This is an optimization exercise on Yosys and OpenROAD, whose aim is small area, a short achievable clock period and few clock cycles, not a production implementation.
In this exercise RTL edits were held to simulation tests only and were not proved equivalent to the original.
Power and IR drop assume default switching activity.

==> flow/design.v <==
module chipmunk
	#(parameter addrSize = 12)
	(input clk,
	 input reset,
	 input [addrSize-1:0] startPC,
	 input [7:0] dataBus,
	 output [7:0] dataBusWrite,
	 output reg [addrSize-1:0] addrBus,
	 output weMem,
	 output done);
	reg [7:0] aReg;               
	reg [7:0] xReg;               
	reg [7:0] yReg;               
	reg [5:0] spReg;              
	reg [addrSize-1:0] pcReg;     
	reg [addrSize-1:0] pcRegAlt;  
	reg [addrSize-1:0] eaReg;     
	reg [7:0] dataReg;            
	wire [7:0] dataRegPlus = dataReg+1;  
	reg cFlagReg, zFlagReg, nFlagReg;
	reg [5:0] opcode;             
	reg [1:0] parameter_size;     
	reg [3:0] state;              
	reg finished;                 
	reg [7:0] dataBusOutput;        
	reg [3:0] nextState;            
	wire [7:0] addSubResult;        
	wire addSubCarryOut;
	wire [7:0] shifterResult;       
	wire shifterCarry;
	wire [7:0] bitOperationResult;  
	wire OpLoadA         = opcode[5:1] == 5'b00000;
	wire OpLoadX         = opcode[5:1] == 5'b00001;
	wire OpLoadY         = opcode[5:1] == 5'b00010;
	wire OpIncDecMem     = opcode[5:2] == 4'b0111 && opcode[0];
	wire OpRolRorMem     = (opcode == 6'b011001 || opcode == 6'b011011);
	wire OpIncDec        = opcode[5:1] == 5'b10101;
	wire OpInxDex        = opcode[5:1] == 5'b10110;
	wire OpInyDey        = opcode[5:1] == 5'b10111;
	wire OpSta           = opcode == 6'b100001;
	wire OpStx           = opcode == 6'b100011;
	wire OpSty           = opcode == 6'b100101;
	wire OpLdaY          = opcode == 6'b101000;
	wire OpStaY          = opcode == 6'b101001;
	wire OpIndexY        = opcode[5:1] == 5'b10100;  
	wire OpSetCarryFlag  = opcode[5:1] == 5'b00011;
	wire OpUseAdder      = opcode[5:3] == 3'b001;
	wire OpUseBitOp      = opcode[5:2] == 4'b0100;
	wire OpUseShifter    = opcode[5:2] == 4'b0110;
	wire OpAdderUseCarry = opcode[5:2] == 4'b0011;
	wire OpCpx           = opcode[5:1] == 5'b01011;
	wire OpCpy           = opcode == 6'b011100;
	wire OpDoCompare     = opcode[5:2] == 4'b0101 || OpCpy;
	wire OpSubtractInstead = OpDoCompare ||                           
	                         (opcode[5:3] == 3'b001 && opcode[1]) ||  
	                         (opcode[5:3] == 3'b101 && opcode[0]);    
	wire aluUseX         = OpCpx || OpInxDex;
	wire aluUseY         = OpCpy || OpInyDey;
	reg OpReadMemory;  
	wire OpReadMemory2   = dataBus[2] && !dataBus[7] && dataBus[7:2] != 6'b000111;  
	wire OpBranch        = opcode[5:3] == 3'b111;  
	wire flagsMatch      = (!opcode[2] && (!opcode[1] || (opcode[0] == nFlagReg)))     
                        || (opcode[2]  && ((!opcode[1] && (opcode[0] == zFlagReg))     
                                         || (opcode[1] && (opcode[0] == cFlagReg))));  
	wire BranchTaken     = OpBranch && flagsMatch;
	always @(posedge clk) begin
		if (!reset)
			finished <= 0;
		else if(state == 4'b0000 && dataBus == 8'h83)  
			finished <= 1;
	end
	always @(posedge clk) begin
		if (!reset)
			state <= 4'b0000;
		else 
			state <= nextState; 
	end
	always @(posedge clk) begin
		if (state == 4'b0000) begin
			opcode <= dataBus[7:2];
			parameter_size <= dataBus[1:0];
			eaReg <= 0;    
			OpReadMemory <= OpReadMemory2;
			dataReg <= (dataBus[7:3] == 5'b10101 || dataBus[7:3] == 5'b10110 || dataBus[7:3] == 5'b10111);
		end else if(state == 4'b0001) begin  
			dataReg <= dataBus;
			eaReg[7:0] <= dataBus;
		end else if(state == 4'b0010 || state == 4'b1111)  
			eaReg[addrSize-1:8] <= dataBus;
		else if(state == 4'b0101)  
			dataReg <= dataBus + (OpIncDecMem ? (opcode[1] ? 8'hff : 8'h01): 0);
		else if (state == 4'b0011 || state == 4'b0100)  
			eaReg <= eaReg + ((state == 4'b0100) ? yReg : xReg);
		else if (state == 4'b0111)  
			eaReg <= {{8{dataReg[7]}}, dataReg[7:0]} + pcReg;
		else if (state == 4'b1110)  
			eaReg[7:0] <= dataBus;
	end
	always @(posedge clk) begin
		if (!reset)
			spReg <= 6'b111111;
		else if (state == 4'b1100 ||
		        (state == 4'b0000 &&
					((dataBus[7:5] == 3'b110 && dataBus[2])  
					|| (dataBus[7:2] == 6'b100111))  
				))
			spReg <= spReg + 1'b1;  
		else if (state == 4'b1000 || state == 4'b1010 || state == 4'b1011)
			spReg <= spReg - 1'b1;  
	end
	wire [7:0] aluLeft = aluUseX ? xReg : (aluUseY ? yReg : aReg);
	assign { addSubCarryOut, addSubResult } = 
		OpAdderUseCarry ? (OpSubtractInstead ?  
			aluLeft + {1'b0, ~dataReg[7:0]} + cFlagReg
			: aluLeft + dataReg + cFlagReg)
		: (OpSubtractInstead ?  
			aluLeft + {1'b0, ~dataReg[7:0]} + 1'b1  
			: aluLeft + dataReg);
	assign bitOperationResult = opcode[1] ? (aReg ^ dataReg) : ~(aReg | dataReg);
	wire [7:0] shifterLeft = opcode[0] ? dataReg : aReg;
	assign shifterResult = opcode[1] ?  
			(shifterLeft >> 1) | ((opcode[0] && cFlagReg) ? 8'b10000000 : 8'b00000000)  
			:(shifterLeft << 1) | ((opcode[0] && cFlagReg) ? 8'b00000001 : 8'b00000000);
	assign shifterCarry = opcode[1] ? shifterLeft[0] : shifterLeft[7];
	always @(posedge clk) begin
		if (state == 4'b0110) begin
			if (OpLoadA || OpLdaY)  
				aReg <= dataReg;
			else if (OpUseAdder || OpIncDec)  
				aReg <= addSubResult;
			else if (OpUseBitOp)  
				aReg <= bitOperationResult;
			else if (OpUseShifter && !opcode[0])  
				aReg <= shifterResult;
			else if (opcode == 6'b100100 || opcode == 6'b100110)  
				aReg <= xReg;
		end else if(state == 4'b1001 && opcode[2:1] == 2'b01)  
			aReg <= dataBus;
	end
	always @(posedge clk) begin
		if (state == 4'b0110) begin
			if (OpLoadX)  
				xReg <= dataReg;
			else if(OpInxDex)  
				xReg <= addSubResult;
			else if (opcode == 6'b100010 || opcode == 6'b100110)  
				xReg <= aReg;
		end else if(state == 4'b1001 && opcode[2:1] == 2'b10)  
			xReg <= dataBus;
	end
	always @(posedge clk) begin
		if (state == 4'b0110) begin
			if (OpLoadY)  
				yReg <= dataReg;
			else if(OpInyDey)  
				yReg <= addSubResult;
		end else if(state == 4'b1001 && opcode[2:1] == 2'b11)  
			yReg <= dataBus;
	end
	always @(posedge clk) begin
		if (state == 4'b0110) begin
			if (OpSetCarryFlag)  
				cFlagReg <= opcode[0];
			else if (OpUseAdder || OpDoCompare || OpIncDec || OpInxDex || OpInyDey) begin  
				nFlagReg <= addSubResult[7];
				zFlagReg <= (addSubResult == 8'b00000000) ? 1 : 0;
				if (OpUseAdder || OpDoCompare)  
					cFlagReg <= addSubCarryOut;
			end else if(OpUseBitOp) begin
				nFlagReg <= bitOperationResult[7];
				zFlagReg <= (bitOperationResult == 8'b00000000) ? 1 : 0;
			end else if(OpUseShifter) begin
				nFlagReg <= shifterResult[7];
				zFlagReg <= (shifterResult == 8'b00000000) ? 1 : 0;
				cFlagReg <= shifterCarry;
			end else if(OpLoadA || OpLoadX || OpLoadY || OpIncDecMem) begin
				nFlagReg <= dataReg[7];
				zFlagReg <= (dataReg == 8'b00000000) ? 1 : 0;
			end
		end else if(state == 4'b1001 && opcode[2:1] == 2'b00)
			{nFlagReg, zFlagReg, cFlagReg} <= dataBus[2:0];
	end
	always @(posedge clk) begin
		if (!reset)
			pcReg <= startPC; 
		else if(state == 4'b0000 || state == 4'b0001 || state == 4'b0010)
			pcReg <= pcReg + 1'b1;
		else if(state == 4'b0110 && BranchTaken) begin
			pcRegAlt <= pcReg;                  
			pcReg <= eaReg;
		end else if(state == 4'b1100) begin
			pcRegAlt[7:0] <= dataBus;           
		end else if(state == 4'b1101) begin
			pcReg <= {pcRegAlt[7:0], dataBus};  
		end
	end
	always @* begin
		case (state)
			4'b0101, 4'b0110:  
				addrBus <= eaReg;
			4'b1000, 4'b1001, 4'b1010, 4'b1011, 4'b1100, 4'b1101: 
				addrBus <= { {(addrSize-9){1'b0}}, 1'b1, 1'b1, 1'b1, spReg };  
			4'b0000, 4'b0001, 4'b0010:  
				addrBus <= pcReg;
			4'b1110:
				addrBus <= {{(addrSize-8){1'b0}}, dataReg};
			4'b1111:
				addrBus <= {{(addrSize-8){1'b0}}, dataRegPlus};
			default:
				addrBus <= {addrSize{1'b0}};
		endcase
	end
	always @* begin
		if (state == 4'b0110 && (OpSta || OpStaY))
			dataBusOutput <= aReg;
		else if (state == 4'b0110 && OpStx)
			dataBusOutput <= xReg;
		else if (state == 4'b0110 && OpSty)
			dataBusOutput <= yReg;
		else if (state == 4'b0110 && OpRolRorMem)  
			dataBusOutput <= shifterResult;
		else if (state == 4'b0110 && OpIncDecMem)  
			dataBusOutput <= dataReg;
		else if (state == 4'b1000)  
			dataBusOutput <= (opcode[2:1] == 2'b00) ? {1'b0, 1'b0, 1'b0, 1'b0, 1'b0, nFlagReg, zFlagReg, cFlagReg} :
			                 (opcode[2:1] == 2'b01) ? aReg :
			                 (opcode[2:1] == 2'b10) ? xReg :
			                 yReg;
		else if (state == 4'b1010)
			dataBusOutput <= pcRegAlt[7:0];
		else if (state == 4'b1011)
			dataBusOutput <= { {(16-addrSize){1'b0}}, pcRegAlt[addrSize-1:8] };
		else
			dataBusOutput <= 8'b00000000;
	end
	wire writeCycle =  ((state == 4'b0110 && (OpSta || OpStx || OpSty || OpStaY || OpIncDecMem || OpRolRorMem)) || state == 4'b1000 || state == 4'b1010 || state == 4'b1011);
	assign weMem = !writeCycle;  
	assign dataBusWrite = dataBusOutput;  
	assign done = finished;
	always @* begin		
		case (state)
			4'b0000:
				nextState = (dataBus[7:2] == 6'b100111) ? 4'b1100 :
					((dataBus[7:5] == 3'b110 && !dataBus[2]) ? 4'b1000 : 
					((dataBus[7:5] == 3'b110 && dataBus[2]) ? 4'b1001 :
					(dataBus[0] || dataBus[1]) ? 4'b0001 :
					(OpReadMemory2 ? 4'b0101 : 4'b0110)));
			4'b0001:
				nextState = parameter_size[1] ? 4'b0010 :   
				           (OpReadMemory ? 4'b0101 :     
				           (OpBranch ? 4'b0111 :          
				           (OpIndexY ? 4'b1110 :                 
				           4'b0110)));                         
			4'b0010:
				nextState = parameter_size[0] ? 4'b0011 :         
				(OpReadMemory ? 4'b0101 :                
				(OpIndexY ? 4'b0100 :                             
				4'b0110));
			4'b0011:
				nextState = OpReadMemory ? 4'b0101 : 4'b0110;
			4'b0101, 4'b0111:               
				nextState = 4'b0110;
			4'b0110:
				nextState = (BranchTaken && opcode[2:0] == 3'b001) ? 4'b1010 : 4'b0000;  
			4'b1011, 4'b1101, 4'b1001, 4'b1000:
				nextState = 4'b0000;
			4'b0100:
				nextState = OpLdaY ? 4'b0101 : 4'b0110;
			4'b1100:
				nextState = 4'b1101;
			4'b1010:
				nextState = 4'b1011;
			4'b1110:  
				nextState = 4'b1111;
			4'b1111:  
				nextState = 4'b0100;
		endcase
	end
endmodule
==> flow/run.sh <==
#!/bin/bash
# synth_recipe.tcl (not shown) runs the flow's synth.tcl, then flattens the netlist and writes it again
# the make line also repeats each setting of config.mk as NAME=value (left out here)
make -C /OpenROAD-flow-scripts/flow DESIGN_CONFIG=/design/flow/config.mk WORK_HOME=/design/flow/orfs CLKGATE_MAP_FILE= SYNTH_SCRIPT=/design/flow/synth_recipe.tcl finish
==> flow/config.mk <==
export PLATFORM = sky130hd
export DESIGN_NAME = chipmunk
export DESIGN_NICKNAME = chipmunk
export VERILOG_FILES = /design/flow/design.v
export SDC_FILE = /design/flow/constraint.sdc
export NUM_CORES = 4
export LEC_CHECK = 0
export CAP_MARGIN = 20
export CORE_MARGIN = 2
export CORE_UTILIZATION = 40
export SLEW_MARGIN = 20
==> flow/constraint.sdc <==
create_clock -name core_clock -period 5.0 [get_ports {clk}]
set_input_delay 1.0000 -clock core_clock [delete_from_list [all_inputs] [get_ports {clk}]]
set_output_delay 1.0000 -clock core_clock [all_outputs]
set_load 0.01 [all_outputs]
==> impl_metrics.xml <==
<?xml version="1.0" encoding="UTF-8"?>
<metrics>
  <group name="power">
    <metric name="pwr_density_cell" unit="mW/mm^2">732</metric>
    <metric name="design_power_total" unit="W">0.00857</metric>
    <metric name="vdd_drop_max" unit="V">0.000428</metric>
    <metric name="leakagePower" unit="nW">4.59</metric>
  </group>
  <group name="worst_setup_path">
    <metric name="cp_slowest_stage_delay" unit="ps">530</metric>
    <metric name="crit_chain" unit="">nand2_1 &gt; nor2_2 &gt; inv_1 &gt; o22ai_1 &gt; and2_2 &gt; buf_4 &gt; o21ai_0 &gt; ha_1 &gt; buf_4 &gt; a211oi_1 &gt; o21ai_0 &gt; a22o_1 &gt; nand2_1 &gt; nor2_1 &gt; a311o_1 &gt; or4_4 &gt; and2_4 &gt; o31a_1</metric>
    <metric name="delay_heaviest_family_cp" unit="">compound AO/OA/AOI/OAI gates</metric>
    <metric name="crit_path_max_fanout" unit="">12</metric>
    <metric name="cp_class" unit="">reg2reg</metric>
    <metric name="r2r_slack" unit="ps">250</metric>
    <metric name="cp_data_required_time" unit="ps">5120</metric>
    <metric name="worst_setup_start_kind" unit="">register</metric>
    <metric name="worst-endpoint-arrival" unit="ps">4870</metric>
    <metric name="startpoint_of_the_most_critical_register_to_register_path" unit="">opcode[5]</metric>
    <metric name="r2r-end" unit="">nFlagReg</metric>
    <metric name="r2r_cells" unit="">18</metric>
    <metric name="timing.critical_path.slowest_stage_cell" unit="">or4_4</metric>
    <metric name="path_buf_inv" unit="">3</metric>
    <metric name="timing.critical_path.to_type" unit="">register</metric>
  </group>
  <group name="clock_network">
    <metric name="clock_tree_from_tritoncts" unit="">yes</metric>
    <metric name="clkSinkCount" unit="">91</metric>
    <metric name="clkTransAtPathRegs" unit="ps">70</metric>
    <metric name="cts_inserted_buffers" unit="">9</metric>
    <metric name="clock_path_buffers" unit="">2</metric>
    <metric name="htree_levels" unit="">3</metric>
    <metric name="root_buffer" unit="">clkbuf_16</metric>
    <metric name="hold_buffers" unit="">0</metric>
    <metric name="clock_insertion_delay_worst_skew" unit="ps">370</metric>
  </group>
  <group name="place">
    <metric name="post_dp_cell_area" unit="mm^2">0.0114</metric>
    <metric name="dpl.hpwl" unit="mm">29.9</metric>
    <metric name="gpl.final_weighted_congestion" unit="">1.00</metric>
    <metric name="numPlacedInstances" unit="">1662</metric>
    <metric name="dpl_worst_slack" unit="ps">204</metric>
    <metric name="place.port_buffers" unit="">43</metric>
  </group>
  <group name="routing">
    <metric name="total_length_of_routed_met2_wires" unit="mm">18.0</metric>
    <metric name="m1WireLength" unit="mm">15.5</metric>
    <metric name="drt_iter0_drc" unit="">1307</metric>
    <metric name="maxUsedRoutingLayer" unit="">met4</metric>
    <metric name="routed_wire_length_per_instance" unit="um">23.6</metric>
    <metric name="totalWireLength" unit="mm">39.5</metric>
    <metric name="drt_first_pass_iters" unit="">6</metric>
    <metric name="met3RoutedLength" unit="mm">3.48</metric>
    <metric name="routed-via-count" unit="">10707</metric>
    <metric name="route.antenna.remaining_nets" unit="">0</metric>
    <metric name="avgViaCountPerCell" unit="">6.38</metric>
    <metric name="post-route-drc-count" unit="">0</metric>
  </group>
  <group name="finish">
    <metric name="antenna_cells_inserted" unit="">0</metric>
    <metric name="layout.nets" unit="">1433</metric>
    <metric name="post_layout_nonfiller_instances" unit="">1679</metric>
    <metric name="synthToLayoutAreaGrowth" unit="%">14.1</metric>
    <metric name="fin_area" unit="mm^2">0.0117</metric>
    <metric name="final_layout_size_suffix_gt1_frac" unit="">0.126</metric>
  </group>
  <group name="synthesis">
    <metric name="yosysWarningCount" unit="">1</metric>
    <metric name="yosysUniqueCellTypes" unit="">84</metric>
    <metric name="yosysSeqAreaShare" unit="">0.244</metric>
    <metric name="postSynthNetCount" unit="">1384</metric>
    <metric name="post_synthesis_async_set_or_reset_flop_share" unit="">0</metric>
    <metric name="synthCells" unit="">1295</metric>
    <metric name="number_of_enable_type_register_cells_in_the_synthesized_netlist" unit="">68</metric>
    <metric name="syn-mean-instance-area" unit="um^2">7.92</metric>
    <metric name="synthesis.area" unit="mm^2">0.0103</metric>
    <metric name="synth_ff_type" unit="">edfxtp_1</metric>
    <metric name="synth.ff_latch_count" unit="">91</metric>
  </group>
  <group name="timing">
    <metric name="clock.fmax" unit="MHz">211</metric>
    <metric name="final.period_utilization" unit="">0.950</metric>
    <metric name="worst_clock_skew" unit="ps">8.28</metric>
    <metric name="final_period_minus_worst_setup_slack" unit="ps">4750</metric>
    <metric name="layout_setup_ws" unit="ps">251</metric>
    <metric name="finalHoldViolCount" unit="">0</metric>
    <metric name="timing.setup.tns" unit="ps">0</metric>
    <metric name="worst_pin_slew" unit="ps">1120</metric>
    <metric name="final-max-slew-violation-count" unit="">0</metric>
    <metric name="worst_slew_margin" unit="">0.251</metric>
    <metric name="timing.final.setup_violations" unit="">0</metric>
  </group>
  <group name="global_routing">
    <metric name="grt.overflow.total" unit="">0</metric>
    <metric name="groute.usage.overall" unit="">0.297</metric>
    <metric name="grt_pass1_wl" unit="mm">60.4</metric>
    <metric name="grt_max_degree" unit="">41</metric>
    <metric name="number_of_global_route_vias_before_repair" unit="">10216</metric>
    <metric name="number_of_antenna_violations_at_the_first_check_in_global_routing" unit="">0</metric>
  </group>
  <group name="floorplan">
    <metric name="floorplan.initialDensity" unit="">0.407</metric>
    <metric name="fp.dieArea" unit="mm^2">0.0269</metric>
    <metric name="fp.dieW" unit="um">164</metric>
    <metric name="core_region_area" unit="mm^2">0.0252</metric>
    <metric name="fp-row-count" unit="">58</metric>
    <metric name="io_pins" unit="">44</metric>
    <metric name="die-height" unit="um">164</metric>
  </group>
  <group name="hold_path">
    <metric name="holdCritStartpoint" unit="">spReg[5]</metric>
    <metric name="worst_hold_path.num_cells" unit="">2</metric>
    <metric name="worstHoldPathType" unit="">reg2reg</metric>
    <metric name="whs_endpoint" unit="">spReg[5]</metric>
  </group>
  <group name="outcome">
    <metric name="status" unit="">no timing/DRC/antenna violations</metric>
  </group>
  <group name="job">
    <metric name="maxCapViolCount" unit="">0</metric>
  </group>
</metrics>
## synthesized netlist by cell type, types with 5 or more instances
cell,number,area share
nand2_1,160,0.059
a21oi_1,119,0.058
o21ai_0,107,0.052
nor2_1,101,0.037
clkbuf_1,68,0.025
edfxtp_1,68,0.20
ha_1,61,0.074
inv_1,58,0.021
mux2i_1,48,0.047
xnor2_1,45,0.038
nor3_1,34,0.017
mux2_2,32,0.035
dfxtp_1,23,0.045
nand3_1,22,0.011
a211oi_1,18,0.013
o211ai_1,18,0.013
xor2_1,16,0.014
a31oi_1,14,0.0085
nor4_1,14,0.0085
nor2b_1,12,0.0073
o21bai_1,12,0.0088
a21o_1,11,0.0081
a221oi_1,11,0.0094
and3_1,10,0.0061
buf_1,10,0.0037
mux4_2,10,0.022
or3_1,10,0.0061
a222oi_1,9,0.0088
a22oi_1,9,0.0066
o22ai_1,9,0.0055
a221o_1,8,0.0078
and2_1,8,0.0049
nand2b_1,8,0.0049
o21a_1,8,0.0059
o31ai_1,8,0.0059
nand4_1,7,0.0043
fa_1,6,0.012
o2111ai_1,6,0.0051
o221ai_1,5,0.0043
or2_2,5,0.0031
## placed cells by master, fill, tap and decap left out, types with 8 or more instances in the layout
cell,n
inv_1,58
o211ai_1,18
clkdlybuf4s50_1,43
edfxtp_1,68
a21oi_1,118
and3_1,10
mux4_2,10
clkbuf_16,9
a221oi_1,11
nor2_1,97
a21o_1,11
buf_4,76
nor2b_1,11
mux2i_1,48
a222oi_1,9
or3_1,10
o21a_1,8
a211oi_1,18
xnor2_1,45
o31ai_1,8
ha_1,60
xor2_1,16
nand3_1,22
nor3_1,33
a221o_1,8
o21ai_0,105
a31oi_1,14
mux2_2,32
nand2_1,160
nor4_1,13
nand2b_1,8
dfxtp_1,23
a22oi_1,8
o22ai_1,9
o21bai_1,11
## power by group
part,internal [W],switching [W]
Clock,0.000353,0.000334
Sequential,0.00112,0.000342
Combinational,0.00255,0.00386
Total,0.00403,0.00453
## metal layers
metal | GRT usage | vias to the layer above
met2 | 0.488 | 613
li1 | - | 4940
met4 | 0.173 | 0
met3 | 0.0457 | 143
met1 | 0.370 | 5011
met5 | 0 | -
## cells by family after synthesis
group,count (synthesis),share of synthesized area
flip-flops,91,0.244
buffers and inverters,143,0.0533
AO/OA/AOI/OAI,428,0.273
XOR/XNOR,61,0.0521
adder cells (fa/ha/maj),67,0.0862
multiplexers,90,0.104
AND/OR/NAND/NOR,415,0.188
## final cells by class
cell class / count / area [um^2]
clock buffers: 12 / 246
clock inverters: 4 / 26.3
fillers: 2522 / 13500
inverters: 62 / 233
multi-input cells: 1061 / 7280
flip-flops and latches: 91 / 2500
well taps: 330 / 413
repair buffers: 119 / 1000
## repair_timing
item / in CTS / in global routing
setup buffers: 0 / 1
gates resized for setup: 0 / 9
setup endpoints to repair: 0 / 6
## tightest hold or removal path, delay by kind of cell, from the launching register on
family | cells | cell delay (ps)
DFF | 1 | 370
xor gates and xnor gates | 1 | 80
and+or+nand+nor | 1 | 50
## how the worst max path moves through the flow
stage	slack [ps]	cells after the start	end	start
after floorplan	-50	19	nFlagReg	opcode[1]
after global placement	230	16	nFlagReg	opcode[4]
after detailed placement	200	17	nFlagReg	opcode[5]
after CTS	170	17	nFlagReg	opcode[5]
after global routing	-20	17	nFlagReg	opcode[5]
final	250	18	nFlagReg	opcode[5]
## metrics by stage
step	util	hold slack (ps)
4_1_cts	0.463	533
6_report	0.465	534
3_3_place_gp	0.452	506
3_5_place_dp	0.453	511
5_1_grt	0.465	553
2_1_floorplan	-	460
## sequential cells by signal, indices dropped and copies added, names as in the netlist
name            cells
eaReg              12
pcRegAlt           12
pcReg              12
aReg                8
dataReg             8
xReg                8
yReg                8
opcode              6
spReg               6
state               4
parameter_size      2
OpReadMemory        1
cFlagReg            1
finished            1
nFlagReg            1
zFlagReg            1
Testbench counts, summed over its fixed seeds: cycles 449,900.

==> re-timing with driven ports <==
The results above use ideal ports. As a check the final layout listed here was re-extracted and re-timed, cells and wires unchanged. Step 1 sets driving cells, clkbuf_16 on the clock port and buf_2 on the other inputs (assumed; they add their load-dependent delay and slew). Step 2 moves the port delays by t, midway between the first and last clock arrival at a register: inputs arrive t later, outputs are due t later. That takes back most of the time a late clock gives input paths. a / b / c = ideal ports / drivers / drivers and shift; a / b = the first two.
t (ns): 0.404
slack for setup (ns): 0.251 / 0.224 / 0.251
slew at the worst register clock pin (ns): 0.07 / 0.07
After both steps this run still meets setup and hold. The setup slack of this run moves by -0.027 ns with the drivers and by 0.000 ns with both steps.
